Background: an optimization exercise with open tools, aiming at small area. Do not read the settings as production practice. The RTL was checked by simulation tests, not by an equivalence proof against the original design. In runs 1 to 5, 7 and 8 the design's own scripts or RTL, not TritonCTS, make the clock network. The flow treats the clock pin as an ideal source. Dropping or thinning the clock tree relies on that and would not hold on a real chip. Power and IR drop assume default switching activity.

File: flow/design.v
module timer #(
    parameter timerBaseAddr = 0,
    parameter timerbits = 16,
    parameter addrWidth = 32
) (
    input sel,
    enable,
    reset,
    clk,
    write,
    input logic [addrWidth-1:0] addr,
    input logic [timerbits-1:0] wdata,
    output logic [timerbits-1:0] rdata,
    output logic ready,
    slverr
);
  logic [1:0] apb_state;
  logic [timerbits-1:0] current_value;
  logic [timerbits-1:0] max_value_n;   
  wire [timerbits-1:0] max_value = ~max_value_n;
  logic pause;
  logic running;    
  logic complete;   
  wire [addrWidth-1:0] offs = addr - timerBaseAddr;
  wire in_range = (offs[addrWidth-1:2] == 0) && !(offs[1] && offs[0]);
  wire a_goal = offs[0];   
  wire a_curr = offs[1];   
  wire a_stat = !offs[1] && !offs[0];
  wire se = sel && enable;
  wire is_write = apb_state == 2'b10;
  wire is_read = apb_state == 2'b11;
  wire wr_cycle = reset && in_range && is_write && se;
  wire rd_cycle = reset && in_range && is_read && se;
  wire wr_stat = wr_cycle && a_stat;
  wire wr_goal = wr_cycle && a_goal;
  wire equal = current_value == max_value;
  wire goal_keep = reset && !wr_goal;
  wire [timerbits-1:0] goal_next_n = ~(({timerbits{wr_goal}} & wdata) |
                                   ({timerbits{goal_keep}} & max_value));
  wire cnt_keep = reset && !(wr_stat && !wdata[0]);
  wire [timerbits-1:0] carry;
  assign carry[0] = running && !pause;
  genvar i;
  generate
    for (i = 1; i < timerbits; i = i + 1) begin : g_carry
      assign carry[i] = carry[i-1] && current_value[i-1];
    end
  endgenerate
  wire [timerbits-1:0] cnt_next = {timerbits{cnt_keep}} & (current_value ^ carry);
  wire stat_keep = reset && !wr_stat;
  wire pause_next = (wr_stat && wdata[1]) || (stat_keep && pause);
  wire running_next = (wr_stat && wdata[0]) || (stat_keep && running && !equal);
  wire complete_next = stat_keep && (complete || (running && equal));
  wire bus_keep = reset && !in_range;
  wire bus_step = reset && in_range;
  logic [1:0] apb_next;
  always_comb begin
    case (apb_state)
      2'b00: apb_next = sel ? 2'b01 : 2'b00;
      2'b01: apb_next = se ? (write ? 2'b10 : 2'b11) : 2'b01;
      default: apb_next = se ? apb_state : 2'b00;
    endcase
    apb_next = ({2{bus_step}} & apb_next) | ({2{bus_keep}} & apb_state);
  end
  wire ready_next = (bus_step && apb_state[1]) || (bus_keep && ready);
  wire slverr_next = (bus_step && is_write && (slverr || (se && a_curr))) ||
                     (bus_keep && slverr);
  wire rd_keep = bus_keep || (bus_step && is_read && !se);
  wire rd_goal = rd_cycle && a_goal;
  wire rd_curr = rd_cycle && a_curr;
  wire rd_stat = rd_cycle && a_stat;
  wire [3:0] status = {complete, running, pause, running | complete};
  wire [timerbits-1:0] rdata_next = ({timerbits{rd_goal}} & max_value) |
                                    ({timerbits{rd_curr}} & current_value) |
                                    ({timerbits{rd_stat}} & {{(timerbits-4){1'b0}}, status}) |
                                    ({timerbits{rd_keep}} & rdata);
  always @(posedge clk) begin
    apb_state <= apb_next;
    current_value <= cnt_next;
    max_value_n <= goal_next_n;
    pause <= pause_next;
    running <= running_next;
    complete <= complete_next;
    rdata <= rdata_next;
    ready <= ready_next;
    slverr <= slverr_next;
  end
endmodule
File: flow/flow/run.sh
#!/bin/bash
# Layout flow: the standard flow (standard.sh) with three changes:
#  - synthesis is ORFS's synthesis script with an area-oriented ABC script
#    (flow/area.abc) and without the half-adder extraction step;
#  - the ports are buffered with the smallest buffer (buf_1);
#  - the clock is buffered by flow/cts_hook.tcl (three clkbuf_8, each driving
#    a nearby group of flip-flops) instead of TritonCTS.
# Each tool's full output is in the ORFS logs under orfs/logs/, and make's in
# the *.log files here.
set -euo pipefail
HERE=$(pwd)
FLOWDIR=$HERE/flow

# Synthesis script: ORFS's synth.tcl with ABC running flow/area.abc.
sed "s|  log_cmd abc {\*}\$abc_args|  set abc_args [lreplace \$abc_args 1 1 $FLOWDIR/area.abc]\n  log_cmd abc {*}\$abc_args|" \
  "$FLOW_HOME/scripts/synth.tcl" > "$HERE/area_synth.tcl"
grep -q "area.abc" "$HERE/area_synth.tcl"
sed "s|source \$::env(SCRIPTS_DIR)/synth.tcl|source $HERE/area_synth.tcl|" \
  "$HERE/synth_recipe.tcl" > "$HERE/area_synth_recipe.tcl"
grep -q "area_synth.tcl" "$HERE/area_synth_recipe.tcl"

# standard.sh with that synthesis script and no adder mapping.
sed -e "s|SYNTH_SCRIPT=[^ ]*|SYNTH_SCRIPT=$HERE/area_synth_recipe.tcl ADDER_MAP_FILE=|" \
  "$HERE/standard.sh" > "$HERE/area_standard.sh"
grep -q "area_synth_recipe.tcl" "$HERE/area_standard.sh"

export BUFFER_PORTS_ARGS="-buffer_cell sky130_fd_sc_hd__buf_1"
export PRE_CTS_TCL="$FLOWDIR/cts_hook.tcl"

bash "$HERE/area_standard.sh" > "$HERE/flow_make.log" 2>&1
File: flow/flow/area.abc
strash
dch -f
amap
strash
dch -f
amap
topo
File: flow/flow/clkbuf.tcl
# Manual clock buffering: split the flip-flops on net clk into CLKB_N groups by
# k-means on their placed locations, and drive each group from its own
# CLKB_CELL buffer placed at the group's centre; the buffers' inputs are on clk.
proc manual_clock_buffers {n cell} {
  set db [ord::get_db]; set block [[$db getChip] getBlock]
  set net [$block findNet clk]
  set pts {}
  foreach it [$net getITerms] {
    set loc [[$it getInst] getLocation]
    lappend pts [list [lindex $loc 0] [lindex $loc 1] $it]
  }
  set pts [lsort -integer -index 0 $pts]
  set m [llength $pts]
  # initial centres: evenly spaced in x order
  set cs {}
  for {set g 0} {$g < $n} {incr g} {
    set e [lindex $pts [expr {int(($g + 0.5) * $m / $n)}]]
    lappend cs [list [lindex $e 0] [lindex $e 1]]
  }
  set cap [expr {int(ceil(double($m) / $n))}]
  for {set iter 0} {$iter < 30} {incr iter} {
    # balanced assignment: greedy by distance, each group at most cap sinks
    set pairs {}
    set i 0
    foreach p $pts {
      set g 0
      foreach c $cs {
        set d [expr {abs([lindex $p 0] - [lindex $c 0]) + abs([lindex $p 1] - [lindex $c 1])}]
        lappend pairs [list $d $i $g]
        incr g
      }
      incr i
    }
    set pairs [lsort -integer -index 0 $pairs]
    set asg [lrepeat $m -1]; set cnt [lrepeat $n 0]
    foreach pr $pairs {
      lassign $pr d i g
      if {[lindex $asg $i] >= 0} continue
      if {[lindex $cnt $g] >= $cap} continue
      lset asg $i $g; lset cnt $g [expr {[lindex $cnt $g] + 1}]
    }
    set ncs {}
    for {set g 0} {$g < $n} {incr g} {
      set sx 0; set sy 0; set k 0
      for {set i 0} {$i < $m} {incr i} {
        if {[lindex $asg $i] == $g} { set p [lindex $pts $i]; incr sx [lindex $p 0]; incr sy [lindex $p 1]; incr k }
      }
      if {$k > 0} { lappend ncs [list [expr {$sx / $k}] [expr {$sy / $k}]] } else { lappend ncs [lindex $cs $g] }
    }
    set cs $ncs
  }
  set master [$db findMaster $cell]
  for {set g 0} {$g < $n} {incr g} {
    set inst [odb::dbInst_create $block $master clkbuf_manual_$g]
    set nn [odb::dbNet_create $block clk_manual_$g]
    $nn setSigType CLOCK
    for {set i 0} {$i < $m} {incr i} {
      if {[lindex $asg $i] == $g} { set it [lindex [lindex $pts $i] 2]; $it disconnect; $it connect $nn }
    }
    [$inst findITerm A] connect $net
    [$inst findITerm X] connect $nn
    $inst setLocation [lindex [lindex $cs $g] 0] [lindex [lindex $cs $g] 1]
    $inst setPlacementStatus PLACED
    $inst setSourceType TIMING
  }
}
File: flow/flow/cts_hook.tcl
# PRE_CTS hook: buffer the clock by hand instead of TritonCTS. The clock port
# drives a few clock buffers; each drives a nearby group of flip-flops.
source [file join [file dirname [info script]] clkbuf.tcl]
manual_clock_buffers 3 sky130_fd_sc_hd__clkbuf_8
set_propagated_clock [all_clocks]
proc clock_tree_synthesis {args} {
  puts "clock_tree_synthesis skipped: the clock was buffered by cts_hook.tcl"
}
File: flow/standard.sh
#!/bin/bash
# synth_recipe.tcl (not shown) runs the flow's synth.tcl, then flattens the netlist and writes it again
# the make line also repeats each setting of config.mk as NAME=value (left out here)
make -C /OpenROAD-flow-scripts/flow DESIGN_CONFIG=/design/flow/config.mk WORK_HOME=/design/flow/orfs CLKGATE_MAP_FILE= SYNTH_SCRIPT=/design/flow/synth_recipe.tcl "${@:-finish}"
File: flow/config.mk
export PLATFORM = sky130hd
export DESIGN_NAME = timer
export DESIGN_NICKNAME = timer
export VERILOG_FILES = /design/flow/design.v
export SDC_FILE = /design/flow/constraint.sdc
export NUM_CORES = 4
export LEC_CHECK = 0
export CAP_MARGIN = 0
export CORE_MARGIN = 2
export CORE_UTILIZATION = 40
export GPL_TIMING_DRIVEN = 0
export SLEW_MARGIN = 0
File: flow/constraint.sdc
create_clock -name core_clock -period 4.0 [get_ports {clk}]
set_input_delay 0.8000 -clock core_clock [delete_from_list [all_inputs] [get_ports {clk}]]
set_output_delay 0.8000 -clock core_clock [all_outputs]
set_load 0.01 [all_outputs]
==> metrics.md, run 1 <==
| Metric | Value |
|---|---|
| Unique masters post-synth | `22` |
| Setup crit start kind | `input port` |
| Sequential fraction of the synthesis area | `51.49%` |
| Maximum vdd ir drop | `0.0002862 V` |
| Maxcap violations | `0` |
| Cell Count, Final, Fillers Out | `404` |
| Unrepaired setup endpoints after global routing | `no` |
| CP Launch Point | `addr[23]` |
| Main area contributors after synthesis | `dfxtp_1 51%, nor2_1 9.0%, nand2_1 5.4%` |
| Lkg Pwr | `0.8376 nW` |
| CTS hold repair buffers | `0` |
| Area after DPL | `2522 µm²` |
| Maximum fanout along the worst path | `10` |
| Total number of vias | `2094` |
| CP Cell Sequence | `buf_1, nor4_1, nand4_1, a211oi_1, nand2_1, nor3_1, nand2_1, nor3_1, clkinv_1, o21ai_1, buf_6, a211oi_1` |
| Beginning of the worst register-to-register path | `running` |
| Row cnt | `26` |
| PD cells | `307.8 nW/µm²` |
| Routed vias/inst | `5.183` |
| Cell taking the most area after synthesis | `dfxtp_1` |
| Initial drt markers | `100` |
| Top Ports | `71` |
| Gpl congestion | `0.7491` |
| PortBufs | `70` |
| Slowest stage cell, crit path | `o21ai_1` |
| FF+latch count, synth | `55` |
| Die Area | `5947 µm²` |
| Initial antenna violation count | `0` |
| Synth Warn # | `1` |
| Worst setup path class | `in2reg` |
| CP Data Required Time | `4.06 ns` |
| Overflow left after global routing | `0` |
| Status | `no timing/DRC/antenna violations` |
| Post-DRT Antenna Nets | `0` |
| First-pass DRT Iterations | `4` |
| Antenna fix cells | `0` |
| Hold Startpoint | `ready` |
| Synthesized cell area | `2138 µm²` |
| Final instance area | `2575 µm²` |
| Synth top area share | `51.49%` |
| Mean Syn Cell Area | `8.320 µm²` |
| Largest net degree at the start of global routing | `20` |
| Fmax | `0.3058 GHz` |
| Hold/Removal Path Class | `reg2reg` |
| CP arrival | `3.33 ns` |
| PostCTS Resize Cnt | `0` |
| Pins Over Slew Limit | `0` |
| Final #Nets | `389` |
| Gate Count Post-Synth | `257` |
| First-pass GRT wire length | `8.859 mm` |
| Max-slew headroom | `49.80%` |
| Vias in the first global route | `1935` |
| Finish-stage setup viols | `0` |
| Dpl cells | `400` |
| Worst Skew | `0.007772 ns` |
| Global Route Usage Sum | `17.65%` |
| Max incr delay on CP | `0.51 ns` |
| Post-DR wirelength/cell | `13.11 µm` |
| Period utilization | `81.75%` |
| Syn-to-layout area delta | `20.42%` |
| Die Wd | `77.12 µm` |
| Final wirelength | `5.297 mm` |
| Reg clk slew, reported paths | `0.11 ns` |
| Post-DP HPWL | `3.905 mm` |
| Post-route minimum period | `3.270 ns` |
| Core Area | `5140 µm²` |
| Initial core utilization | `41.60%` |
| Post-CTS setup buffers | `0` |
| Chip height | `77.12 µm` |
| Layout cells sized above 1 | `2.096%` |
| Syn_nets | `310` |
| DRC Markers | `0` |
| Final Hold Viols | `0` |
| Slew of the pin with the lowest slew margin | `0.7509 ns` |
| Critical path endpoint category | `flop` |
| Clock latency at the later pin of the worst-skew pair | `0.17 ns` |
## final timing paths
| kind | to | slack (ns) | depth (start not counted) |
|---|---|---|---|
| max | current_value[11] | 0.73 | 12 |
| min | ready | 0.47 | 1 |
| max reg2reg | current_value[15] | 0.85 | 18 |
| min reg2reg | ready | 0.47 | 1 |
## stage by stage
step	hold slack (ns)	total power, mW	setup WS (ns)	utilization [%]	setup TNS, ns
after detailed placement	0.4466	0.5987	0.4467	49.08	0
after CTS	0.4745	0.8008	0.6437	49.88	0
after global placement	0.4371	0.5945	-0.3556	48.42	-12.59
after floorplan	0.4329	0.5703	0.6236	-	0
after global routing	0.5008	0.8227	0.3549	50.10	0
final	0.4681	0.7926	0.7301	50.10	0
## per-layer routing
metal	wire length, µm	global-route usage [%]	vias up
met2	2528	30.96	46
li1	-	-	1091
met3	244	0.8235	6
met1	2460	24.98	951
met5	0	0	-
met4	64	1.786	0
## worst max-delay path, delay by kind of cell
family	cells	cell delay, ns
AO/OA/AOI/OAI	3	0.87
buffers and inverters	3	0.46
AND/OR/NAND/NOR	6	1.19
## registers in the layout (all words and copies together), names as in the netlist
| register | flops |
|---|---|
| current_value | 16 |
| max_value_n | 16 |
| rdata | 16 |
| apb_state | 2 |
| complete | 1 |
| pause | 1 |
| ready | 1 |
| running | 1 |
| slverr | 1 |
## synthesized netlist by cell type, drive strengths merged
library cell / instances
nor4: 7
clkinv: 21
o32ai: 1
o22ai: 3
o221ai: 11
a211oi: 11
a2111o: 1
nand3: 3
nor2: 51
o211ai: 2
nor3: 4
nand2: 31
a221oi: 2
a21o: 1
a21oi: 22
dfxtp: 55
o21ai: 17
nor2b: 1
a221o: 7
o2111ai: 1
nand4: 4
xor2: 1
## final cells by class, clock buffers not listed
cell class	instances	area [µm²]
multi-input combinational	181	958.4
fill	529	2565
tap	70	87.58
inverter	21	78.83
sequential	55	1101
timing repair buffer	74	307.8
## cells in the final DEF, fill, tap and decap left out, types with 7 or more instances in the layout
cell type and instances:
nand2_1 31, dfxtp_1 55, nor2_1 51, a211oi_1 11, clkinv_1 21, a221o_1 7, o21ai_0 14, a21oi_1 22
o221ai_1 11, nor4_1 7, buf_1 70
## power by group
part	internal, mW	total [mW]	leakage, nW	switching (mW)
clock	0.0701	0.206	0.0216	0.136
sequential	0.547	0.547	0.443	0.00000000000544
combinational	0.0172	0.0390	0.373	0.0218
total	0.635	0.793	0.838	0.158
## logic make-up (layout without fill, tap and decap cells)
logic type / after synthesis / after routing / synth area share [%]
AOI/OAI and AO/OA: 79 / 79 / 24.87
xor gates and xnor gates: 1 / 1 / 0.4097
and+or+nand+nor: 101 / 101 / 19.54
DFF: 55 / 55 / 51.49
buffers and inverters: 21 / 98 / 3.687
==> run 2, diff against run 1 <==
--- a/flow/flow/run.sh
+++ b/flow/flow/run.sh
@@ -3,8 +3,9 @@
 #  - synthesis is ORFS's synthesis script with an area-oriented ABC script
 #    (flow/area.abc) and without the half-adder extraction step;
 #  - the ports are buffered with the smallest buffer (buf_1);
-#  - the clock is buffered by flow/cts_hook.tcl (three clkbuf_8, each driving
-#    a nearby group of flip-flops) instead of TritonCTS.
+#  - the clock is buffered by flow/cts_hook.tcl (four clock buffers, each
+#    driving a nearby group of flip-flops) instead of TritonCTS;
+#  - the repair steps may use only small buffers (flow/small_bufs.tcl).
 # Each tool's full output is in the ORFS logs under orfs/logs/, and make's in
 # the *.log files here.
 set -euo pipefail
@@ -26,5 +27,8 @@
 
 export BUFFER_PORTS_ARGS="-buffer_cell sky130_fd_sc_hd__buf_1"
 export PRE_CTS_TCL="$FLOWDIR/cts_hook.tcl"
+export PRE_GLOBAL_PLACE_TCL="$FLOWDIR/small_bufs.tcl"
+export PRE_RESIZE_TCL="$FLOWDIR/small_bufs.tcl"
+export PRE_GLOBAL_ROUTE_TCL="$FLOWDIR/small_bufs.tcl"
 
 bash "$HERE/area_standard.sh" > "$HERE/flow_make.log" 2>&1
--- a/flow/flow/clkbuf.tcl
+++ b/flow/flow/clkbuf.tcl
@@ -50,6 +50,7 @@
     set cs $ncs
   }
   set master [$db findMaster $cell]
+  set insts {}
   for {set g 0} {$g < $n} {incr g} {
     set inst [odb::dbInst_create $block $master clkbuf_manual_$g]
     set nn [odb::dbNet_create $block clk_manual_$g]
@@ -62,5 +63,37 @@
     $inst setLocation [lindex [lindex $cs $g] 0] [lindex [lindex $cs $g] 1]
     $inst setPlacementStatus PLACED
     $inst setSourceType TIMING
+    lappend insts $inst
+  }
+  return $insts
+}
+
+# Clock slew at the flip-flops each buffer drives, from placement parasitics.
+proc manual_clock_group_slew {inst} {
+  set mx 0
+  set nn [[$inst findITerm X] getNet]
+  foreach it [$nn getITerms] {
+    if {[$it isOutputSignal]} continue
+    set p [get_pins [[$it getInst] getName]/[[$it getMTerm] getName]]
+    set s [get_property $p slew_max]
+    if {$s > $mx} { set mx $s }
+  }
+  return $mx
+}
+
+# Size each clock buffer up, one step at a time, until the clock slew at its
+# flip-flops is at most max_slew (ns) by the placement estimate.
+proc manual_clock_buffer_sizes {insts sizes max_slew} {
+  foreach inst $insts {
+    set i 0
+    while {1} {
+      estimate_parasitics -placement
+      set s [manual_clock_group_slew $inst]
+      set m [[$inst getMaster] getName]
+      puts "clock buffer [$inst getName] $m: [llength [[[$inst findITerm X] getNet] getITerms]] pins, slew [format %.3f $s]"
+      set i [lsearch $sizes $m]
+      if {$s <= $max_slew || $i < 0 || $i + 1 >= [llength $sizes]} break
+      replace_cell [get_cells [$inst getName]] [lindex $sizes [expr {$i + 1}]]
+    }
   }
 }
==> flow/flow/cts_hook.tcl (replaced) <==
# PRE_CTS hook: buffer the clock by hand instead of TritonCTS. The clock port
# drives four clock buffers; each drives a nearby group of flip-flops, and is
# sized up if the clock slew at its flip-flops would be high.
source [file join [file dirname [info script]] small_bufs.tcl]
source [file join [file dirname [info script]] clkbuf.tcl]
set_propagated_clock [all_clocks]
set clock_buffers [manual_clock_buffers 4 sky130_fd_sc_hd__clkbuf_8]
manual_clock_buffer_sizes $clock_buffers \
  {sky130_fd_sc_hd__clkbuf_8 sky130_fd_sc_hd__clkbuf_16} 0.110
proc clock_tree_synthesis {args} {
  puts "clock_tree_synthesis skipped: the clock was buffered by cts_hook.tcl"
}
==> flow/flow/small_bufs.tcl (new file) <==
# Hook for the steps that repair slew, capacitance and timing: keep the
# resizer to small buffers, so that an overloaded net gets a small buffer or a
# stronger driver instead of a large buffer.
set_dont_use {sky130_fd_sc_hd__buf_4 sky130_fd_sc_hd__buf_6 sky130_fd_sc_hd__buf_8
  sky130_fd_sc_hd__buf_12 sky130_fd_sc_hd__buf_16 sky130_fd_sc_hd__bufbuf_8
  sky130_fd_sc_hd__bufbuf_16}
--- a/flow/config.mk
+++ b/flow/config.mk
@@ -5,8 +5,8 @@
 export SDC_FILE = /design/flow/constraint.sdc
 export NUM_CORES = 4
 export LEC_CHECK = 0
-export CAP_MARGIN = 0
+export CAP_MARGIN = 20
 export CORE_MARGIN = 2
 export CORE_UTILIZATION = 40
 export GPL_TIMING_DRIVEN = 0
-export SLEW_MARGIN = 0
+export SLEW_MARGIN = 20
==> metrics.md, run 2 <==
| Metric | Value |
|---|---|
| Status | `no timing/DRC/antenna violations` |
| Post-Synth XOR/XNOR Area | `0.4096%` |
| Hold EP | `ready` |
| First-pass GRT wire length | `8.742 mm` |
| PD cells | `319.6 nW/µm²` |
| FILL cells | `539` |
| Worst setup path class | `in2reg` |
| Biggest regs | `current_value x16, max_value_n x16, rdata x16` |
| Power share of the clock group | `28.8%` |
| FF+latch count, synth | `55` |
| Unique masters post-synth | `22` |
| Final #Nets | `388` |
| First-pass DRT Iterations | `4` |
| Slew of the pin with the lowest slew margin | `0.8180 ns` |
| Setup crit start kind | `input port` |
| Global Route Usage Sum | `17.55%` |
| PostCTS Resize Cnt | `0` |
| Sw Pwr | `0.1658 mW` |
| Sequential fraction of the synthesis area | `51.49%` |
| Hold path depth | `1` |
| Post-DR wirelength/cell | `13.17 µm` |
| Chip height | `77.12 µm` |
| Top Ports | `71` |
| Adder-cell share of the synthesized area | `0%` |
| Final instance area | `2567 µm²` |
| Largest net degree at the start of global routing | `17` |
| Maximum fanout along the worst path | `16` |
| Power Total | `0.8204 mW` |
| R2r endpoint | `current_value[15]` |
| Setup slack after layout | `0.7010 ns` |
| Finish-stage setup viols | `0` |
| Gpl congestion | `0.7491` |
| Die Wd | `77.12 µm` |
| Maximum vdd ir drop | `0.0002579 V` |
| Hold/Removal Path Class | `reg2reg` |
| Beginning of the worst register-to-register path | `running` |
| Die Area | `5947 µm²` |
| CTS hold repair buffers | `0` |
| CP arrival | `3.29 ns` |
| Maxcap violations | `0` |
| Part of the power in registers | `66.7%` |
| Final Hold Viols | `0` |
| Overflow left after global routing | `0` |
| Syn_nets | `310` |
| Pins Over Slew Limit | `0` |
| Post-route minimum period | `3.299 ns` |
| Critical path endpoint category | `flop` |
| Clock latency at the later pin of the worst-skew pair | `0.16 ns` |
| PortBufs | `70` |
| Post-CTS setup buffers | `0` |
| Fmax | `0.3031 GHz` |
| Final wirelength | `5.309 mm` |
| Mean Syn Cell Area | `8.320 µm²` |
| Initial core utilization | `41.60%` |
| Post-synth top cells | `55 x dfxtp_1, 51 x nor2_1, 31 x nand2_1` |
| Initial drt markers | `64` |
| Max-slew headroom | `45.31%` |
| WHS | `0.4703 ns` |
| Routed vias/inst | `5.154` |
| Post-synth top flop | `dfxtp_1` |
| Main area contributors after synthesis | `dfxtp_1 51%, nor2_1 9.0%, nand2_1 5.4%` |
| Core Area | `5140 µm²` |
| Antenna fix cells | `0` |
| Cell-internal power | `0.6546 mW` |
| Post-DP HPWL | `3.862 mm` |
| Synth Warn # | `1` |
| CP Data Required Time | `3.99 ns` |
| Cell taking the most area after synthesis | `dfxtp_1` |
| Post-DRT Antenna Nets | `0` |
| Total number of vias | `2077` |
| Unrepaired setup endpoints after global routing | `no` |
| Row cnt | `26` |
| EDFF count, synth | `0` |
| Gate Count Post-Synth | `257` |
| Multiplexer area fraction after synthesis | `0%` |
| Syn-to-layout area delta | `20.07%` |
| Lkg Pwr | `0.8318 nW` |
| Synthesized cell area | `2138 µm²` |
| Most frequent cell after synthesis | `dfxtp_1` |
| Combinational share of power | `4.5%` |
| Commonest non-fill, non-tap cell in the layout | `buf_1` |
| Synth top area share | `51.49%` |
| DRC Markers | `0` |
| Period utilization | `82.47%` |
| Register-to-register setup slack | `0.89 ns` |
| Initial antenna violation count | `0` |
| Largest family of logic cells by synthesized area | `compound AO/OA/AOI/OAI gates` |
| Compound-Gate Fraction of Synth Area | `24.87%` |
| Worst Skew | `0.01440 ns` |
| Fraction of registers with async set/reset | `0%` |
| Commonest cells after routing, fill and taps aside | `70 x buf_1, 55 x dfxtp_1, 50 x nor2_1` |
| Sw Share | `20.21%` |
| R2R cell count | `18` |
| Hold Startpoint | `ready` |
| Setup slack after placement | `0.5172 ns` |
| Area after DPL | `2512 µm²` |
| Simple-gate share of the synthesized area | `19.54%` |
| Reg clk slew, reported paths | `0.10 ns` |
| Vias in the first global route | `1916` |
| Layout cells sized above 1 | `3.003%` |
[run 2: area by class of cell, clock buffers not listed]
type / instances / area [µm²] / area share (%)
Tap cell: 70 / 87.58 / 3.411
Sequential cell: 55 / 1101 / 42.89
Inverter: 21 / 78.83 / 3.070
Timing Repair Buffer: 72 / 272.8 / 10.62
Multi-Input combinational cell: 181 / 972.2 / 37.87
[run 2: cell families (layout without fill, tap and decap cells)]
kind of cell / Yosys count / after routing
AOI/OAI and AO/OA: 79 / 79
xor gates and xnor gates: 1 / 1
DFF: 55 / 55
and+or+nand+nor: 101 / 101
buffers and inverters: 21 / 97
[run 2: critical path: stages]
cell and delay (ns):
buf_1 0.07, nor4_1 0.28, nand4_1 0.14, a211oi_1 0.30, nand2_1 0.16, nor3_1 0.24
nand2_1 0.17, nor3_1 0.26, clkinv_1 0.18, o21ai_2 0.59, a221oi_1 0.10
[run 2: how the worst max path moves through the flow]
| stage | startpoint | end | slack, ns | cells after the start |
|---|---|---|---|---|
| after global routing | running | current_value[15] | 0.35 | 18 |
| after floorplan | addr[21] | current_value[15] | 0.62 | 10 |
| after detailed placement | addr[23] | current_value[11] | 0.52 | 11 |
| after global placement | addr[23] | current_value[11] | -0.36 | 11 |
| final | addr[23] | current_value[15] | 0.70 | 11 |
| after CTS | addr[23] | current_value[15] | 0.67 | 11 |
[run 2: per-stage QoR]
| stage | TNS [ns] | util (%) | instances |
|---|---|---|---|
| after floorplan | 0 | - | 257 |
| after global placement | -12.59 | 48.42 | 397 |
| after detailed placement | 0 | 48.88 | 399 |
| after CTS | 0 | 49.95 | 403 |
| after global routing | 0 | 49.95 | 403 |
| final | 0 | 49.95 | 403 |
[run 2: power by group through the flow]
stage	logic, mW	registers, mW	clock network (mW)
6_report	0.0370	0.547	0.237
5_1_grt	0.0415	0.547	0.266
4_1_cts	0.0374	0.547	0.245
3_5_place_dp	0.0372	0.560	0
3_3_place_gp	0.0347	0.560	0
2_1_floorplan	0.0105	0.560	0
[run 2: layer usage]
metal | GRT usage (%) | wire length [µm] | vias up
li1 | - | - | 1090
met1 | 25.07 | 2474 | 930
met2 | 30.00 | 2473 | 49
met3 | 1.059 | 273 | 8
met4 | 2.500 | 87 | 0
met5 | 0 | 0 | -
==> run 3, diff against run 2 <==
--- a/flow/config.mk
+++ b/flow/config.mk
@@ -7,6 +7,6 @@
 export LEC_CHECK = 0
 export CAP_MARGIN = 20
 export CORE_MARGIN = 2
-export CORE_UTILIZATION = 40
+export CORE_UTILIZATION = 70
 export GPL_TIMING_DRIVEN = 0
 export SLEW_MARGIN = 20
==> metrics.md, run 3 <==
| Metric | Value |
|---|---|
| Post-DP HPWL | `3.817 mm` |
| Combinational share of power | `4.7%` |
| Setup crit start kind | `input port` |
| FILL cells | `207` |
| Antenna fix cells | `0` |
| Synthesized cell area | `2138 µm²` |
| PortBufs | `70` |
| Core Area | `2978 µm²` |
| Die Area | `3513 µm²` |
| Worst setup path class | `in2reg` |
| Top Ports | `71` |
| Maximum fanout along the worst path | `10` |
| Setup slack after placement | `0.1944 ns` |
| Gate Count Post-Synth | `257` |
| Max-slew headroom | `47.64%` |
| Post-DRT Antenna Nets | `0` |
| Vias in the first global route | `1911` |
| Total number of vias | `2148` |
| Hold/Removal Path Class | `reg2reg` |
| Maxcap violations | `0` |
| Post-CTS setup buffers | `0` |
| Die Wd | `59.27 µm` |
| Maximum vdd ir drop | `0.0003171 V` |
| EDFF count, synth | `0` |
| Biggest regs | `current_value x16, max_value_n x16, rdata x16` |
| Power share of the clock group | `27.8%` |
| WHS | `0.4591 ns` |
| PostCTS Resize Cnt | `0` |
| Chip height | `59.27 µm` |
| Setup slack after layout | `0.5404 ns` |
| Row cnt | `20` |
| Unique masters post-synth | `22` |
| First-pass DRT Iterations | `4` |
| Finish-stage setup viols | `0` |
| Commonest cells after routing, fill and taps aside | `70 x buf_1, 55 x dfxtp_1, 50 x nor2_1` |
| First-pass GRT wire length | `8.286 mm` |
| Most frequent cell after synthesis | `dfxtp_1` |
| Cell taking the most area after synthesis | `dfxtp_1` |
| PD cells | `321.8 nW/µm²` |
| Sw Pwr | `0.1558 mW` |
| Gpl congestion | `0.7912` |
| Sequential fraction of the synthesis area | `51.49%` |
| DRC Markers | `0` |
| Lkg Pwr | `0.8279 nW` |
| Period utilization | `86.49%` |
| Mean Syn Cell Area | `8.320 µm²` |
| Routed vias/inst | `5.885` |
| Critical path endpoint category | `flop` |
| Final wirelength | `5.265 mm` |
| Fmax | `0.2891 GHz` |
| CTS hold repair buffers | `0` |
| Fraction of registers with async set/reset | `0%` |
| Commonest non-fill, non-tap cell in the layout | `buf_1` |
| Post-synth top cells | `55 x dfxtp_1, 51 x nor2_1, 31 x nand2_1` |
| Post-route minimum period | `3.460 ns` |
| Initial core utilization | `71.81%` |
| FF+latch count, synth | `55` |
| Worst Skew | `0.009595 ns` |
| Global Route Usage Sum | `30.08%` |
| Initial drt markers | `180` |
| Unrepaired setup endpoints after global routing | `no` |
| Final #Nets | `387` |
| Clock latency at the later pin of the worst-skew pair | `0.15 ns` |
| CP arrival | `3.50 ns` |
| Reg clk slew, reported paths | `0.09 ns` |
| Cell-internal power | `0.6539 mW` |
| Syn-to-layout area delta | `17.67%` |
| CP Data Required Time | `4.04 ns` |
| Synth Warn # | `1` |
| Post-synth top flop | `dfxtp_1` |
| Syn_nets | `310` |
| Final Hold Viols | `0` |
| Initial antenna violation count | `0` |
| Part of the power in registers | `67.5%` |
| Status | `no timing/DRC/antenna violations` |
| Pins Over Slew Limit | `0` |
| Synth top area share | `51.49%` |
| Sw Share | `19.24%` |
| Overflow left after global routing | `0` |
| Layout cells sized above 1 | `2.711%` |
| Post-DR wirelength/cell | `14.42 µm` |
| Slew of the pin with the lowest slew margin | `0.7852 ns` |
| Main area contributors after synthesis | `dfxtp_1 51%, nor2_1 9.0%, nand2_1 5.4%` |
| Largest net degree at the start of global routing | `17` |
-- run 3: cell types whose count changed in the layout (fill, tap and decap cells not counted), sizes merged --
cell	change
buf	-1
-- run 3: layer usage --
metal,vias up,GRT usage [%],part of all wire [%],wire length [µm]
met2,80,56.20,51,2702
met3,5,2.402,6.0,317
li1,1093,-,-,-
met1,970,37.90,42,2199
met4,0,5.195,0.85,45
met5,-,0,0,0
-- run 3: power by group through the flow --
stage | Combinational [mW] | Sequential [mW] | Clock, mW
floorplan | 0.0105 | 0.560 | 0
global placement | 0.0335 | 0.560 | 0
detailed placement | 0.0365 | 0.560 | 0
CTS | 0.0368 | 0.547 | 0.226
global route | 0.0411 | 0.547 | 0.247
finish | 0.0377 | 0.547 | 0.225
-- run 3: layout make-up, clock buffers not listed --
type                       instances  area, µm²  area share [%]
inverter                          21      78.83           3.133
timing repair buffer              71      267.8           10.64
sequential                        55       1101           43.76
multi-input combinational        181      972.2           38.64
tap                               33      41.29           1.641
-- run 3: final timing paths --
kind	start	to	slack [ns]	cells past startpoint
setup / recovery	addr[13]	current_value[5]	0.54	12
hold / removal	ready	ready	0.46	1
setup reg to reg	running	current_value[15]	0.83	18
hold reg to reg	ready	ready	0.46	1
-- run 3: cells by family after synthesis --
kind of cell	Yosys count	synth area share [%]
AOI/OAI and AO/OA	79	24.87
xor gates and xnor gates	1	0.4097
DFF	55	51.49
and+or+nand+nor	101	19.54
buffers and inverters	21	3.687
-- run 3: critical path: stages --
cell and delay (ns):
buf_1 0.09, nor4_1 0.38, nand4_1 0.13, a211oi_1 0.31, nand2_1 0.16, nor3_1 0.25
nand2_1 0.17, nor3_1 0.25, clkinv_1 0.18, o21ai_2 0.42, buf_2 0.28, a211oi_1 0.08
-- run 3: stage by stage --
stage | utilization (%) | instances | total power, mW | cell area (µm²) | setup TNS, ns
final | 84.50 | 365 | 0.8097 | 2516 | 0
after global routing | 84.50 | 365 | 0.8355 | 2516 | 0
after CTS | 84.37 | 365 | 0.8100 | 2512 | 0
after detailed placement | 82.52 | 361 | 0.5963 | 2457 | 0
after global placement | 82.02 | 360 | 0.5933 | 2442 | -4.605
after floorplan | - | 257 | 0.5703 | 2138 | 0
==> run 4, diff against run 3 <==
--- a/flow/flow/run.sh
+++ b/flow/flow/run.sh
@@ -1,7 +1,8 @@
 #!/bin/bash
-# Layout flow: the standard flow (standard.sh) with three changes:
-#  - synthesis is ORFS's synthesis script with an area-oriented ABC script
-#    (flow/area.abc) and without the half-adder extraction step;
+# Layout flow: the standard flow (standard.sh) with these changes:
+#  - synthesis is ORFS's synthesis script without the half-adder extraction
+#    step, and with ABC run with each area-oriented script in flow/abc/,
+#    keeping the smallest mapping (flow/abc_best.tcl);
 #  - the ports are buffered with the smallest buffer (buf_1);
 #  - the clock is buffered by flow/cts_hook.tcl (four clock buffers, each
 #    driving a nearby group of flip-flops) instead of TritonCTS;
@@ -12,10 +13,10 @@
 HERE=$(pwd)
 FLOWDIR=$HERE/flow
 
-# Synthesis script: ORFS's synth.tcl with ABC running flow/area.abc.
-sed "s|  log_cmd abc {\*}\$abc_args|  set abc_args [lreplace \$abc_args 1 1 $FLOWDIR/area.abc]\n  log_cmd abc {*}\$abc_args|" \
+# Synthesis script: ORFS's synth.tcl with ABC run by flow/abc_best.tcl.
+sed "s|  log_cmd abc {\*}\$abc_args|  set area_abc_scripts [lsort [glob $FLOWDIR/abc/*.abc]]\n  source $FLOWDIR/abc_best.tcl|" \
   "$FLOW_HOME/scripts/synth.tcl" > "$HERE/area_synth.tcl"
-grep -q "area.abc" "$HERE/area_synth.tcl"
+grep -q "abc_best.tcl" "$HERE/area_synth.tcl"
 sed "s|source \$::env(SCRIPTS_DIR)/synth.tcl|source $HERE/area_synth.tcl|" \
   "$HERE/synth_recipe.tcl" > "$HERE/area_synth_recipe.tcl"
 grep -q "area_synth.tcl" "$HERE/area_synth_recipe.tcl"
==> flow/flow/abc/b2.abc (new file) <==
strash
dch -f
amap
strash
dch -f
amap
topo
==> flow/flow/abc/b4.abc (new file) <==
strash
dc2
dch -f
amap
topo
==> flow/flow/abc/d1.abc (new file) <==
strash
dch -f
amap
strash
dch -f
amap
strash
dch -f
amap
topo
==> flow/flow/abc/d7.abc (new file) <==
strash
dch -f
map -a
strash
dch -f
amap
topo
==> flow/flow/abc/g3.abc (new file) <==
strash
dch -f
amap
strash
dch -f
amap
strash
balance; rewrite; refactor; balance; rewrite; rewrite -z; balance; refactor -z; rewrite -z; balance
dch -f
amap
topo
==> flow/flow/abc/g6.abc (new file) <==
strash
dch -f
map -a
strash
dch -f
map -a
strash
dch -f
amap
topo
==> flow/flow/abc/g8.abc (new file) <==
strash
fraig
balance -l
dch -f
amap
strash
balance -l
dch -f
amap
topo
==> flow/flow/abc_best.tcl (new file) <==
# Sourced by the synthesis script in place of its single ABC run: map the
# design with each ABC script in area_abc_scripts and keep the smallest result.
design -save area_pre_abc
set area_best ""
set area_best_val 0
set area_stat [file join $::env(RESULTS_DIR) area_abc_stat.txt]
foreach area_script $area_abc_scripts {
  design -load area_pre_abc
  log_cmd abc {*}[lreplace $abc_args 1 1 $area_script]
  tee -q -o $area_stat stat {*}$lib_args
  set fh [open $area_stat]
  set txt [read $fh]
  close $fh
  if {![regexp {Chip area for module '[^']*': ([0-9.]+)} $txt -> a]} {
    error "no area from stat after $area_script"
  }
  puts "ABC script $area_script: area $a"
  if {$area_best eq "" || $a < $area_best_val} {
    set area_best $area_script
    set area_best_val $a
    design -save area_best_abc
  }
}
design -load area_best_abc
puts "Chosen ABC script $area_best: area $area_best_val"
removed: flow/flow/area.abc
==> metrics.md, run 4 <==
| Metric | Value |
|---|---|
| Largest net degree at the start of global routing | `17` |
| Hold EP | `ready` |
| Finish-stage setup viols | `0` |
| First-pass DRT Iterations | `4` |
| Synth Warn # | `1` |
| Setup TNS | `0 ns` |
| Chip height | `59.21 µm` |
| Syn_nets | `302` |
| Final wirelength | `5.266 mm` |
| Register area | `1101 µm²` |
| Global Route Usage Sum | `31.66%` |
| Gpl congestion | `0.8351` |
| Maxcap violations | `0` |
| Synth top area share | `51.61%` |
| Pins Over Slew Limit | `0` |
| Die Area | `3505 µm²` |
| Post-DP HPWL | `4.058 mm` |
| Post-synth top flop | `dfxtp_1` |
| R2r endpoint | `current_value[15]` |
| Die Wd | `59.21 µm` |
| Maximum vdd ir drop | `0.0002914 V` |
| Maximum fanout along the worst path | `12` |
| Footprint of the multi-input gates | `978.4 µm²` |
| Cell taking the most area after synthesis | `dfxtp_1` |
| Initial drt markers | `191` |
| Max-slew headroom | `44.48%` |
| PortBufs | `70` |
| Cell Count, Final, Fillers Out | `358` |
| PD cells | `321.3 nW/µm²` |
| Routed vias/inst | `5.966` |
| Initial core utilization | `71.64%` |
| Post-CTS setup buffers | `0` |
| Beginning of the worst register-to-register path | `running` |
| Main area contributors after synthesis | `dfxtp_1 52%, nor2_1 7.4%, a21oi_1 5.9%` |
| Combinational share of power | `4.5%` |
| Lkg Pwr | `0.7982 nW` |
| Sequential fraction of the synthesis area | `51.61%` |
| Status | `no timing/DRC/antenna violations` |
| Part of the power in registers | `67.6%` |
| Antenna fix cells | `0` |
| Hold path depth | `1` |
| Setup slack after placement | `-0.2572 ns` |
| Cell-internal power | `0.6538 mW` |
| R2R cell count | `18` |
| Gate Count Post-Synth | `249` |
| Top Ports | `71` |
| Worst setup path class | `in2reg` |
| Biggest regs | `current_value x16, max_value_n x16, rdata x16` |
| Post-DR wirelength/cell | `14.71 µm` |
| Setup slack after layout | `0.3988 ns` |
| Clock latency at the later pin of the worst-skew pair | `0.15 ns` |
| Syn-to-layout area delta | `17.95%` |
| Most frequent cell after synthesis | `dfxtp_1` |
| Critical path endpoint category | `flop` |
| Post-synth top cells | `55 x dfxtp_1, 42 x nor2_1, 25 x a21oi_1, 25 x nand2_1, 20 x o21ai_0` |
| Sw Share | `19.12%` |
| Power share of the clock group | `27.8%` |
| Register-to-register setup slack | `0.85 ns` |
| Dpl cells | `354` |
| FF+latch count, synth | `55` |
| Hold Startpoint | `ready` |
| EDFF count, synth | `0` |
| CP arrival | `3.63 ns` |
| Post-DRT Antenna Nets | `0` |
| Overflow left after global routing | `0` |
| Final Hold Viols | `0` |
| Hold/Removal Path Class | `reg2reg` |
| Period utilization | `90.03%` |
| FILL cells | `194` |
| CTS hold repair buffers | `0` |
| Post-route minimum period | `3.601 ns` |
| Fraction of registers with async set/reset | `0%` |
| Core Area | `2978 µm²` |
| Mean Syn Cell Area | `8.567 µm²` |
| Layout cells sized above 1 | `2.769%` |
| Unique masters post-synth | `30` |
| Power Total | `0.8084 mW` |
| Row cnt | `20` |
| First-pass GRT wire length | `8.832 mm` |
| Initial antenna violation count | `0` |
| DRC Markers | `0` |
| Total number of vias | `2136` |
| Unrepaired setup endpoints after global routing | `no` |
| Slew of the pin with the lowest slew margin | `0.8117 ns` |
| Reg clk slew, reported paths | `0.08 ns` |
| Fmax | `0.2777 GHz` |
| Worst Skew | `0.004027 ns` |
| Final #Nets | `380` |
| Commonest cells after routing, fill and taps aside | `70 x buf_1, 55 x dfxtp_1, 42 x nor2_1` |
| Setup crit start kind | `input port` |
| Vias in the first global route | `2065` |
| Commonest non-fill, non-tap cell in the layout | `buf_1` |
| Synthesized cell area | `2133 µm²` |
| Sw Pwr | `0.1546 mW` |
| CP Data Required Time | `4.03 ns` |
## run 4: kinds of logic (layout without fill, tap and decap cells)
family,Yosys count,count (layout),share of synthesized area (%)
buffers and inverters,18,94,3.167
flip-flops,55,55,51.61
AO/OA/AOI/OAI,88,88,27.63
AND/OR/NAND/NOR,88,88,17.60
## run 4: critical path, stage by stage
cell	delay, ns
buf_1	0.07
or4_1	0.51
a2111o_1	0.31
nor3_2	0.28
nand2_1	0.12
nor3_1	0.24
nand3_1	0.18
nor2_1	0.20
clkinv_1	0.16
o21ai_1	0.36
buf_2	0.32
a221oi_1	0.08
## run 4: layout make-up, clock buffers not listed
class                           instances  area share [%]
Sequential cell                        55           43.76
Multi-Input combinational cell        176           38.89
Tap cell                               33           1.641
Inverter                               18           2.685
Timing Repair Buffer                   72           10.84
## run 4: how the worst max path moves through the flow
| stage | from | to |
|---|---|---|
| final | addr[4] | current_value[15] |
| after global placement | addr[4] | current_value[15] |
| after floorplan | addr[4] | current_value[15] |
| after global routing | addr[4] | current_value[11] |
| after detailed placement | addr[4] | rdata[13] |
| after CTS | addr[4] | current_value[15] |
## run 4: per-layer routing
| metal | global-route usage, % | routed length (µm) | up-vias |
|---|---|---|---|
| li1 | - | - | 1080 |
| met1 | 40.28 | 2153 | 981 |
| met2 | 57.61 | 2824 | 71 |
| met3 | 2.402 | 258 | 4 |
| met4 | 7.792 | 29 | 0 |
| met5 | 0 | 0 | - |
## run 4: through the flow
step | utilization [%] | hold WS [ns] | area (µm²)
final | 84.50 | 0.4568 | 2516
after global routing | 84.50 | 0.4812 | 2516
after CTS | 84.33 | 0.4606 | 2511
after detailed placement | 82.31 | 0.4417 | 2451
after global placement | 81.85 | 0.4364 | 2437
after floorplan | - | 0.4290 | 2133
## run 4: power groups by stage
stage | combinational, mW | clock [mW] | sequential, mW
global placement | 0.0341 | 0 | 0.560
global route | 0.0404 | 0.246 | 0.547
CTS | 0.0363 | 0.228 | 0.547
finish | 0.0366 | 0.225 | 0.547
floorplan | 0.0106 | 0 | 0.560
detailed placement | 0.0359 | 0 | 0.560
## run 4: repair_timing
action,4_1_cts,5_1_grt
endpoints found under the setup margin,9,12
gates resized for setup,1,1
hold endpoints to repair,0,0
==> run 5, diff against run 4 <==
--- a/flow/flow/run.sh
+++ b/flow/flow/run.sh
@@ -6,7 +6,9 @@
 #  - the ports are buffered with the smallest buffer (buf_1);
 #  - the clock is buffered by flow/cts_hook.tcl (four clock buffers, each
 #    driving a nearby group of flip-flops) instead of TritonCTS;
-#  - the repair steps may use only small buffers (flow/small_bufs.tcl).
+#  - the repair steps may use only small buffers (flow/small_bufs.tcl), and
+#    cells whose *_1 size has the area of their *_0 size use the *_1 size
+#    (flow/pre_resize.tcl).
 # Each tool's full output is in the ORFS logs under orfs/logs/, and make's in
 # the *.log files here.
 set -euo pipefail
@@ -29,7 +31,7 @@
 export BUFFER_PORTS_ARGS="-buffer_cell sky130_fd_sc_hd__buf_1"
 export PRE_CTS_TCL="$FLOWDIR/cts_hook.tcl"
 export PRE_GLOBAL_PLACE_TCL="$FLOWDIR/small_bufs.tcl"
-export PRE_RESIZE_TCL="$FLOWDIR/small_bufs.tcl"
+export PRE_RESIZE_TCL="$FLOWDIR/pre_resize.tcl"
 export PRE_GLOBAL_ROUTE_TCL="$FLOWDIR/small_bufs.tcl"
 
 bash "$HERE/area_standard.sh" > "$HERE/flow_make.log" 2>&1
==> flow/flow/pre_resize.tcl (new file) <==
# PRE_RESIZE hook, before repair_design: the *_0 sizes of these cells have
# the same area as their *_1 sizes but drive less, so use the *_1 sizes, and
# keep the resizer to small buffers.
source [file join [file dirname [info script]] small_bufs.tcl]
foreach inst [get_cells *] {
  set m [get_property $inst ref_name]
  if {[regexp {^(sky130_fd_sc_hd__(o21ai|and2|or2|a21boi|o311ai))_0$} $m -> base]} {
    replace_cell $inst ${base}_1
  }
}
--- a/flow/config.mk
+++ b/flow/config.mk
@@ -5,8 +5,8 @@
 export SDC_FILE = /design/flow/constraint.sdc
 export NUM_CORES = 4
 export LEC_CHECK = 0
-export CAP_MARGIN = 20
+export CAP_MARGIN = 10
 export CORE_MARGIN = 2
 export CORE_UTILIZATION = 70
 export GPL_TIMING_DRIVEN = 0
-export SLEW_MARGIN = 20
+export SLEW_MARGIN = 10
==> metrics.md, run 5 <==
| Metric | Value |
|---|---|
| Status | `no timing/DRC/antenna violations` |
| Power Total | `0.8077 mW` |
| Clock latency at the later pin of the worst-skew pair | `0.14 ns` |
| Initial antenna violation count | `0` |
| Cell taking the most area after synthesis | `dfxtp_1` |
| Routed vias/inst | `6.053` |
| Maximum vdd ir drop | `0.0003034 V` |
| Maxcap violations | `0` |
| WHS | `0.4586 ns` |
| Maximum fanout along the worst path | `9` |
| Post-synth top flop | `dfxtp_1` |
| Max-slew headroom | `35.40%` |
| First-pass DRT Iterations | `4` |
| Unique masters post-synth | `30` |
| Largest net degree at the start of global routing | `17` |
| Post-route minimum period | `3.649 ns` |
| FF+latch count, synth | `55` |
| Max incr delay on CP | `0.58 ns` |
| Total number of vias | `2155` |
| Fin util | `84.45%` |
| Chip height | `59.21 µm` |
| Commonest cells after routing, fill and taps aside | `70 x buf_1, 55 x dfxtp_1, 41 x nor2_1` |
| Post-DRT Antenna Nets | `0` |
| Final wirelength | `5.243 mm` |
| Biggest regs | `current_value x16, max_value_n x16, rdata x16` |
| Synth Warn # | `1` |
| Delay-heaviest family, CP | `simple AND/OR/NAND/NOR gates` |
| Lkg Pwr | `0.7887 nW` |
| Post-CTS setup buffers | `0` |
| Unrepaired setup endpoints after global routing | `no` |
| Reg clk slew, reported paths | `0.08 ns` |
| Syn-to-layout area delta | `17.89%` |
| Finish-stage setup viols | `0` |
| Top Ports | `71` |
| Setup crit start kind | `input port` |
| Sequential fraction of the synthesis area | `51.61%` |
| CP Launch Point | `addr[4]` |
| Gate Count Post-Synth | `249` |
| CP arrival | `3.71 ns` |
| Initial drt markers | `151` |
| EDFF count, synth | `0` |
| CP bufs+invs | `2` |
| Met1 WL | `2.204 mm` |
| Vias in the first global route | `1933` |
| PD cells | `321.2 nW/µm²` |
| Overflow left after global routing | `0` |
| Commonest non-fill, non-tap cell in the layout | `buf_1` |
| Area after DPL | `2437 µm²` |
| CTS hold repair buffers | `0` |
| DRC Markers | `0` |
| Period utilization | `91.22%` |
| Initial core utilization | `71.64%` |
| Final #Nets | `378` |
| Post-DP HPWL | `3.820 mm` |
| Global Route Usage Sum | `30.27%` |
| Slew of the pin with the lowest slew margin | `0.9446 ns` |
| Highest Signal Layer | `met4` |
| Slowest stage cell, crit path | `nor3_2` |
| Core Area | `2978 µm²` |
| Syn_nets | `302` |
| Post-synth top cells | `55 x dfxtp_1, 42 x nor2_1, 25 x a21oi_1, 25 x nand2_1, 20 x o21ai_0` |
| Die Wd | `59.21 µm` |
| PostCTS Resize Cnt | `2` |
| Pins Over Slew Limit | `0` |
| Fmax | `0.2741 GHz` |
| Beginning of the worst register-to-register path | `running` |
| PortBufs | `70` |
| CP Cell Sequence | `buf_1, or4_1, a2111o_1, nor3_1, nand3_1, nor3_2, clkinv_1, o221ai_1` |
| Main area contributors after synthesis | `dfxtp_1 52%, nor2_1 7.4%, a21oi_1 5.9%` |
| First-pass GRT wire length | `8.466 mm` |
| Hold Startpoint | `ready` |
| Synthesized cell area | `2133 µm²` |
| Layout cells sized above 1 | `2.477%` |
| Hold/Removal Path Class | `reg2reg` |
| Fraction of registers with async set/reset | `0%` |
| Critical path endpoint category | `flop` |
| Final Hold Viols | `0` |
| Worst setup path class | `in2reg` |
| Antenna fix cells | `0` |
| Most frequent cell after synthesis | `dfxtp_1` |
| Synth top area share | `51.61%` |
| Met3 WL | `280 µm` |
| Post-DR wirelength/cell | `14.73 µm` |
| WL met2 | `2.683 mm` |
| Mean Syn Cell Area | `8.567 µm²` |
| Row cnt | `20` |
| Final instance area | `2515 µm²` |
| Worst Skew | `0.002452 ns` |
| Die Area | `3505 µm²` |
| CP Data Required Time | `4.06 ns` |
| Gpl congestion | `0.8351` |
## run 5: kinds of logic (layout without fill, tap and decap cells)
family          after synthesis  count (layout)  share of synthesized area, %
buf+inv                      18              92                         3.167
compound gates               88              88                         27.63
flops                        55              55                         51.61
simple gates                 88              88                         17.60
## run 5: layout make-up, clock buffers not listed
cell class / instances / area [µm²]
sequential: 55 / 1101
multi-input combinational: 176 / 987.2
fill: 184 / 462.9
timing repair buffer: 70 / 262.8
inverter: 18 / 67.56
tap: 33 / 41.29
## run 5: through the flow
step,worst slack (ns),std cells,setup TNS [ns]
after CTS,0.1190,356,0
after global routing,0.1085,356,0
final,0.3513,356,0
after global placement,-0.5192,352,-16.05
after floorplan,0.1807,249,0
after detailed placement,-0.2687,352,-5.912
## run 5: worst paths after layout
kind	to	cells after the start	slack [ns]
min reg2reg	ready	1	0.46
max	rdata[13]	8	0.35
max reg2reg	current_value[15]	18	0.77
min	ready	1	0.46
## run 5: metal layers
metal / up-vias / global-route usage (%)
met5: - / 0
met4: 0 / 8.766
met3: 7 / 1.965
met2: 78 / 51.65
met1: 995 / 41.19
li1: 1075 / -
## run 5: report_power, final
part | internal, mW | total [mW] | switching (mW) | leakage, nW
logic | 0.0150 | 0.0375 | 0.0225 | 0.316
registers | 0.547 | 0.547 | 0.0000000000146 | 0.443
clock network | 0.0919 | 0.223 | 0.131 | 0.0288
total | 0.654 | 0.808 | 0.154 | 0.789
## run 5: worst register-to-register path: stages (launching register included)
cell      delay, ns
dfxtp_1        0.34
clkinv_1       0.11
nor2_1         0.15
nand2_1        0.10
nor2_1         0.21
nand2_1        0.12
nor2_1         0.18
nand2_1        0.11
nor2_1         0.20
nand2_1        0.12
nor2_1         0.20
nand2_1        0.12
nor2_1         0.19
nand2_1        0.12
nor2_1         0.17
nand2_1        0.12
nor2_1         0.20
nand2_1        0.11
a221oi_1       0.25
==> run 6, diff against run 5 <==
==> flow/config.mk (replaced) <==
export PLATFORM = sky130hd
export DESIGN_NAME = timer
export DESIGN_NICKNAME = timer
export VERILOG_FILES = /design/flow/design.v
export SDC_FILE = /design/flow/constraint.sdc
export NUM_CORES = 4
export LEC_CHECK = 0
export CAP_MARGIN = 20
export CORE_MARGIN = 2
export CORE_UTILIZATION = 80
export GPL_TIMING_DRIVEN = 0
export SLEW_MARGIN = 20
==> metrics.md, run 6 <==
| Metric | Value |
|---|---|
| Status | `did not finish` |
| Stop stage | `3_3_place_gp` |
| First Error | `[ERROR GPL-0301] Utilization 109.231 % exceeds 100%.` |
| Post-synth top cells | `55 x dfxtp_1, 42 x nor2_1, 25 x a21oi_1, 25 x nand2_1, 20 x o21ai_0` |
| Synth Warn # | `1` |
| Synthesized cell area | `2133 µm²` |
| Initial core utilization | `85.34%` |
| Sequential fraction of the synthesis area | `51.61%` |
| PortBufs | `70` |
| Gate Count Post-Synth | `249` |
| Fraction of registers with async set/reset | `0%` |
| Syn_nets | `302` |
| Mean Syn Cell Area | `8.567 µm²` |
| Most frequent cell after synthesis | `dfxtp_1` |
| Chip height | `55.64 µm` |
| Main area contributors after synthesis | `dfxtp_1 52%, nor2_1 7.4%, a21oi_1 5.9%` |
| Cell taking the most area after synthesis | `dfxtp_1` |
| Top Ports | `71` |
| Post-synth top flop | `dfxtp_1` |
| EDFF count, synth | `0` |
| Die Wd | `55.64 µm` |
| Row cnt | `18` |
| FF+latch count, synth | `55` |
| Unique masters post-synth | `30` |
| Synth top area share | `51.61%` |
==> run 6: cell counts after synthesis <==
No cell type changed its count.
==> run 6: kinds of logic after synthesis <==
logic type             after synthesis  synth area share, %
AOI/OAI and AO/OA                   88                27.63
buffers and inverters               18                3.167
DFF                                 55                51.61
and+or+nand+nor                     88                17.60
==> run 7, diff against run 6 <==
--- a/flow/config.mk
+++ b/flow/config.mk
@@ -7,6 +7,6 @@
 export LEC_CHECK = 0
 export CAP_MARGIN = 20
 export CORE_MARGIN = 2
-export CORE_UTILIZATION = 80
+export CORE_UTILIZATION = 70
 export GPL_TIMING_DRIVEN = 0
 export SLEW_MARGIN = 20
==> metrics.md, run 7 <==
| Metric | Value |
|---|---|
| CP Data Required Time | `4.00 ns` |
| Power Total | `0.8117 mW` |
| DRC Markers | `0` |
| R2r endpoint | `current_value[15]` |
| PortBufs | `70` |
| Register-to-register setup slack | `0.74 ns` |
| Post-synth top cells | `55 x dfxtp_1, 42 x nor2_1, 25 x a21oi_1, 25 x nand2_1, 20 x o21ai_0` |
| CP Cell Sequence | `buf_1, or4_1, a2111o_1, nor3_1, nand2_1, nor3_1, nand3_1, nor2_1, clkinv_1, o21ai_2, a211oi_1` |
| Top Ports | `71` |
| Status | `no timing/DRC/antenna violations` |
| Beginning of the worst register-to-register path | `running` |
| Lkg Pwr | `0.7936 nW` |
| PD cells | `323.4 nW/µm²` |
| Chip height | `59.21 µm` |
| Biggest regs | `current_value x16, max_value_n x16, rdata x16` |
| Cell-internal power | `0.6537 mW` |
| Maxcap violations | `0` |
| Gate Count Post-Synth | `249` |
| Hold/Removal Path Class | `reg2reg` |
| Initial antenna violation count | `0` |
| Commonest non-fill, non-tap cell in the layout | `buf_1` |
| CP bufs+invs | `2` |
| Combinational share of power | `4.5%` |
| Initial drt markers | `169` |
| FILL cells | `200` |
| R2R cell count | `18` |
| Die Area | `3505 µm²` |
| Adder-cell share of the synthesized area | `0%` |
| Commonest cells after routing, fill and taps aside | `70 x buf_1, 55 x dfxtp_1, 42 x nor2_1` |
| Post-DR wirelength/cell | `14.66 µm` |
| Die Wd | `59.21 µm` |
| Reg clk slew, reported paths | `0.09 ns` |
| Final Hold Viols | `0` |
| Fin util | `84.29%` |
| Row cnt | `20` |
| Antenna fix cells | `0` |
| Critical path endpoint category | `flop` |
| Pins Over Slew Limit | `0` |
| Sw Share | `19.46%` |
| Max incr delay on CP | `0.58 ns` |
| Worst Skew | `0.003687 ns` |
| Fraction of registers with async set/reset | `0%` |
| Syn_nets | `302` |
| Cell taking the most area after synthesis | `dfxtp_1` |
| Final wirelength | `5.233 mm` |
| Total number of vias | `2124` |
| Sw Pwr | `0.1579 mW` |
| Finish-stage setup viols | `0` |
| Global Route Usage Sum | `30.38%` |
| Maximum vdd ir drop | `0.0003188 V` |
| Largest net degree at the start of global routing | `17` |
| Period utilization | `93.52%` |
| Clock latency at the later pin of the worst-skew pair | `0.15 ns` |
| Core Area | `2978 µm²` |
| Sequential fraction of the synthesis area | `51.61%` |
| Final #Nets | `379` |
| Main area contributors after synthesis | `dfxtp_1 52%, nor2_1 7.4%, a21oi_1 5.9%` |
| CP arrival | `3.74 ns` |
| Mean Syn Cell Area | `8.567 µm²` |
| Most frequent cell after synthesis | `dfxtp_1` |
| Fmax | `0.2673 GHz` |
| Syn-to-layout area delta | `17.65%` |
| Unique masters post-synth | `30` |
| FF+latch count, synth | `55` |
| End of the critical path | `current_value[1]` |
| Post-CTS setup buffers | `0` |
| Final instance area | `2510 µm²` |
| Dpl cells | `353` |
| Worst setup path class | `in2reg` |
| CTS hold repair buffers | `0` |
| Power share of the clock group | `28.1%` |
| Slew of the pin with the lowest slew margin | `0.8403 ns` |
| Gpl congestion | `0.8351` |
| First-pass DRT Iterations | `4` |
| PostCTS Resize Cnt | `2` |
| Layout cells sized above 1 | `2.469%` |
| Post-route minimum period | `3.741 ns` |
| EDFF count, synth | `0` |
| Setup slack after layout | `0.2592 ns` |
| Synthesized cell area | `2133 µm²` |
| Delay-heaviest family, CP | `simple AND/OR/NAND/NOR gates` |
| Overflow left after global routing | `0` |
| Setup crit start kind | `input port` |
| Part of the power in registers | `67.4%` |
| Routed vias/inst | `5.950` |
| Multiplexer area fraction after synthesis | `0%` |
| Setup slack after placement | `-0.2502 ns` |
| Synth top area share | `51.61%` |
| Initial core utilization | `71.64%` |
| CP Launch Point | `addr[4]` |
| Largest family of logic cells by synthesized area | `compound AO/OA/AOI/OAI gates` |
| Cell Count, Final, Fillers Out | `357` |
| Synth Warn # | `1` |
| Post-DP HPWL | `3.900 mm` |
| CP most frequent cell | `nor3_1` |
| Max-slew headroom | `42.53%` |
| First-pass GRT wire length | `8.493 mm` |
| Simple-gate share of the synthesized area | `17.60%` |
| Unrepaired setup endpoints after global routing | `no` |
| Vias in the first global route | `2005` |
| Post-Synth XOR/XNOR Area | `0%` |
| Area after DPL | `2446 µm²` |
| Slowest stage cell, crit path | `o21ai_2` |
| Levels on crit path | `11` |
| Compound-Gate Fraction of Synth Area | `27.62%` |
| Post-DRT Antenna Nets | `0` |
| Post-synth top flop | `dfxtp_1` |
| Maximum fanout along the worst path | `16` |
[run 7: cell counts after synthesis]
Identical to the previous run, type by type.
[run 7: cells by family after synthesis]
group | Yosys count
simple gates | 88
compound gates | 88
buf+inv | 18
flops | 55
[run 7: through the flow]
stage,TNS (ns),hold WS (ns)
after CTS,0,0.4614
after global placement,-16.05,0.4364
final,0,0.4599
after detailed placement,-4.772,0.4417
after global routing,0,0.4814
after floorplan,0,0.4290
[run 7: power by group through the flow]
stage / clock network [mW] / logic, mW / registers, mW
finish: 0.228 / 0.0363 / 0.547
global route: 0.249 / 0.0403 / 0.547
CTS: 0.227 / 0.0362 / 0.547
detailed placement: 0 / 0.0357 / 0.560
global placement: 0 / 0.0341 / 0.560
floorplan: 0 / 0.0106 / 0.560
[run 7: layout make-up, clock buffers not listed]
cell class              instances  area (µm²)  share of cell area (%)
flip-flops and latches         55        1101                   43.87
multi-input cells             176       977.2                   38.93
repair buffers                 71       267.8                   10.67
inverters                      18       67.56                   2.692
well taps                      33       41.29                   1.645
[run 7: layer usage]
layer	vias to the layer above	wire [µm]	global-route usage (%)
met3	5	208	2.183
li1	1080	-	-
met2	68	2682	53.38
met5	-	0	0
met1	971	2296	39.86
met4	0	46	8.766
[run 7: how the worst min path moves through the flow]
stage / startpoint / end / slack [ns] / cells after the start
floorplan: complete / complete / 0.43 / 2
CTS: ready / ready / 0.46 / 1
global route: ready / ready / 0.48 / 1
finish: ready / ready / 0.46 / 1
global placement: ready / ready / 0.44 / 1
detailed placement: ready / ready / 0.44 / 1
==> run 8, diff against run 7 <==
==> flow/flow/abc/h2.abc (new file) <==
strash
dch -f
amap
strash
dch -f
amap
strash
&get -n
&deepsyn -T 20
&put
dch -f
amap
topo
==> metrics.md, run 8 <==
| Metric | Value |
|---|---|
| Max incr delay on CP | `0.50 ns` |
| Initial core utilization | `71.47%` |
| Unique masters post-synth | `30` |
| Total number of vias | `2195` |
| Global Route Usage Sum | `33.85%` |
| First-pass GRT wire length | `9.308 mm` |
| CP most frequent cell | `nand3_1` |
| Period utilization | `90.01%` |
| Max-slew headroom | `49.14%` |
| Vias in the first global route | `2055` |
| Post-DRT Antenna Nets | `0` |
| Fin util | `85.04%` |
| Synth Warn # | `1` |
| Slowest stage cell, crit path | `or4_1` |
| Critical path endpoint category | `flop` |
| Power Total | `0.8109 mW` |
| Chip height | `59.14 µm` |
| Status | `no timing/DRC/antenna violations` |
| DRC Markers | `0` |
| Fraction of registers with async set/reset | `0%` |
| Gpl congestion | `0.8563` |
| EDFF count, synth | `0` |
| Post-synth top cells | `55 x dfxtp_1, 45 x nor2_1, 23 x nand2_1` |
| Final Hold Viols | `0` |
| First-pass DRT Iterations | `4` |
| Post-DP HPWL | `4.054 mm` |
| Maximum vdd ir drop | `0.0003237 V` |
| Most frequent cell after synthesis | `dfxtp_1` |
| Die Area | `3498 µm²` |
| Antenna fix cells | `0` |
| Slew of the pin with the lowest slew margin | `0.7628 ns` |
| Synthesized cell area | `2128 µm²` |
| PortBufs | `70` |
| PD cells | `320.2 nW/µm²` |
| CP Data Required Time | `4.03 ns` |
| Initial antenna violation count | `0` |
| Sequential fraction of the synthesis area | `51.73%` |
| Hold/Removal Path Class | `reg2reg` |
| Overflow left after global routing | `0` |
| Commonest cells after routing, fill and taps aside | `70 x buf_1, 55 x dfxtp_1, 44 x nor2_1` |
| Layout cells sized above 1 | `3.374%` |
| Post-synth top flop | `dfxtp_1` |
| Gate Count Post-Synth | `250` |
| Cell Count, Final, Fillers Out | `359` |
| Initial drt markers | `142` |
| Setup slack after layout | `0.3994 ns` |
| Cell taking the most area after synthesis | `dfxtp_1` |
| Maxcap violations | `0` |
| Top Ports | `71` |
| Dpl cells | `353` |
| Die Wd | `59.14 µm` |
| Largest net degree at the start of global routing | `17` |
| Main area contributors after synthesis | `dfxtp_1 52%, nor2_1 7.9%, a21oi_1 5.2%` |
| Syn_nets | `303` |
| FF+latch count, synth | `55` |
| Clock latency at the later pin of the worst-skew pair | `0.15 ns` |
| Synth top area share | `51.73%` |
| Commonest non-fill, non-tap cell in the layout | `buf_1` |
| Worst setup path class | `in2reg` |
| Setup crit start kind | `input port` |
| Final wirelength | `5.681 mm` |
| Lkg Pwr | `0.8027 nW` |
| Maximum fanout along the worst path | `10` |
| Row cnt | `20` |
| Syn-to-layout area delta | `18.99%` |
| Worst Skew | `0.008263 ns` |
| Reg clk slew, reported paths | `0.08 ns` |
| Fmax | `0.2777 GHz` |
| Core Area | `2978 µm²` |
| Biggest regs | `current_value x16, max_value_n x16, rdata x16` |
| Post-DR wirelength/cell | `15.82 µm` |
| Unrepaired setup endpoints after global routing | `no` |
| Pins Over Slew Limit | `0` |
| Mean Syn Cell Area | `8.513 µm²` |
| Setup slack after placement | `-0.5609 ns` |
| Routed vias/inst | `6.114` |
| Post-route minimum period | `3.601 ns` |
| CP Cell Sequence | `buf_1, or4_1, nor2_1, nand3_1, a2111oi_4, nand2_1, nor3_1, nand3_1, nor3_2, clkinv_1, a22oi_2, buf_2, a211oi_1` |
| Finish-stage setup viols | `0` |
| CP arrival | `3.63 ns` |
| Final #Nets | `381` |
[run 8: cell type report, clock buffers not listed]
type / instances / area [µm²]
fill: 196 / 445.4
inverter: 20 / 75.07
multi-input combinational: 175 / 987.2
sequential: 55 / 1101
tap: 33 / 41.29
timing repair buffer: 72 / 272.8
[run 8: per-stage QoR]
step | hold WS [ns] | area, µm² | setup TNS [ns]
floorplan | 0.4290 | 2133 | 0
global placement | 0.4432 | 2437 | -29.02
detailed placement | 0.4384 | 2442 | -11.79
CTS | 0.4667 | 2512 | 0
global route | 0.5095 | 2532 | 0
finish | 0.4776 | 2532 | 0
[run 8: critical path, delay by kind of cell]
kind | cells | cell delay [ns]
AO/OA/AOI/OAI | 3 | 0.64
buffers and inverters | 3 | 0.49
AND/OR/NAND/NOR | 7 | 1.69
[run 8: path summary, 6_finish.rpt]
kind	startpoint	endpoint	slack [ns]	cells past startpoint
worst max-delay path	addr[4]	current_value[1]	0.40	13
worst max register to register	running	current_value[15]	0.56	18
worst min-delay path	ready	ready	0.48	1
worst min register to register	ready	ready	0.48	1
[run 8: logic make-up (layout without fill, tap and decap cells)]
group / count (synthesis) / in the layout / synth area share (%)
compound gates: 86 / 86 / 26.93
buf+inv: 20 / 96 / 3.527
flops: 55 / 55 / 51.73
simple gates: 89 / 89 / 17.81
[run 8: metal layers]
layer / routed length [µm] / track usage (%) / vias up
met3: 378 / 2.183 / 6
met1: 2296 / 43.83 / 1002
met5: 0 / 0 / -
met2: 2959 / 63.02 / 107
li1: - / - / 1080
met4: 47 / 4.870 / 0
[run 8: report_power, final]
| group | total, mW | internal (mW) | switching (mW) |
|---|---|---|---|
| Clock | 0.225 | 0.0920 | 0.133 |
| Sequential | 0.547 | 0.547 | 0.0000000000103 |
| Combinational | 0.0389 | 0.0154 | 0.0235 |
[run 8: repair_timing]
item	CTS	global route
endpoints found under the setup margin	32	17
pin swaps	1	0
hold buffers	0	0
resized for setup	1	2
setup buffers	2	0

==> static timing again, ports no longer ideal <==
The results above use ideal ports. As a check the final layouts listed here were re-extracted and re-timed, cells and wires unchanged.
Step 1 sets driving cells, clkbuf_16 on the clock port and buf_2 on the other inputs (assumed; they add their load-dependent delay and slew).
Step 2 also shifts input and output timing later by t, the mid clock arrival at the registers, as if the neighbouring blocks saw the same clock.
Slacks: no drivers / after step 1 / after step 2; pairs: no drivers / after step 1.
run | shift t [ns] | slack for setup (ns) | latest minus earliest clock arrival (ns) | pins driven straight from the clock port
run 1 | 0.206 | 0.730 / 0.754 / 0.548 | 0.008 / 0.008 | 3
run 2 | 0.204 | 0.701 / 0.735 / 0.531 | 0.015 / 0.015 | 4
run 3 | 0.190 | 0.540 / 0.562 / 0.372 | 0.010 / 0.009 | 4
run 4 | 0.196 | 0.399 / 0.426 / 0.231 | 0.004 / 0.005 | 4
run 5 | 0.200 | 0.351 / 0.383 / 0.183 | 0.002 / 0.003 | 4
run 7 | 0.198 | 0.259 / 0.289 / 0.091 | 0.004 / 0.004 | 4
run 8 | 0.198 | 0.399 / 0.429 / 0.231 | 0.009 / 0.009 | 4
After both steps every run listed still meets setup and hold. For run 1, which loses most, drivers alone change the setup slack by +0.024 ns; drivers and shift together by -0.182 ns.
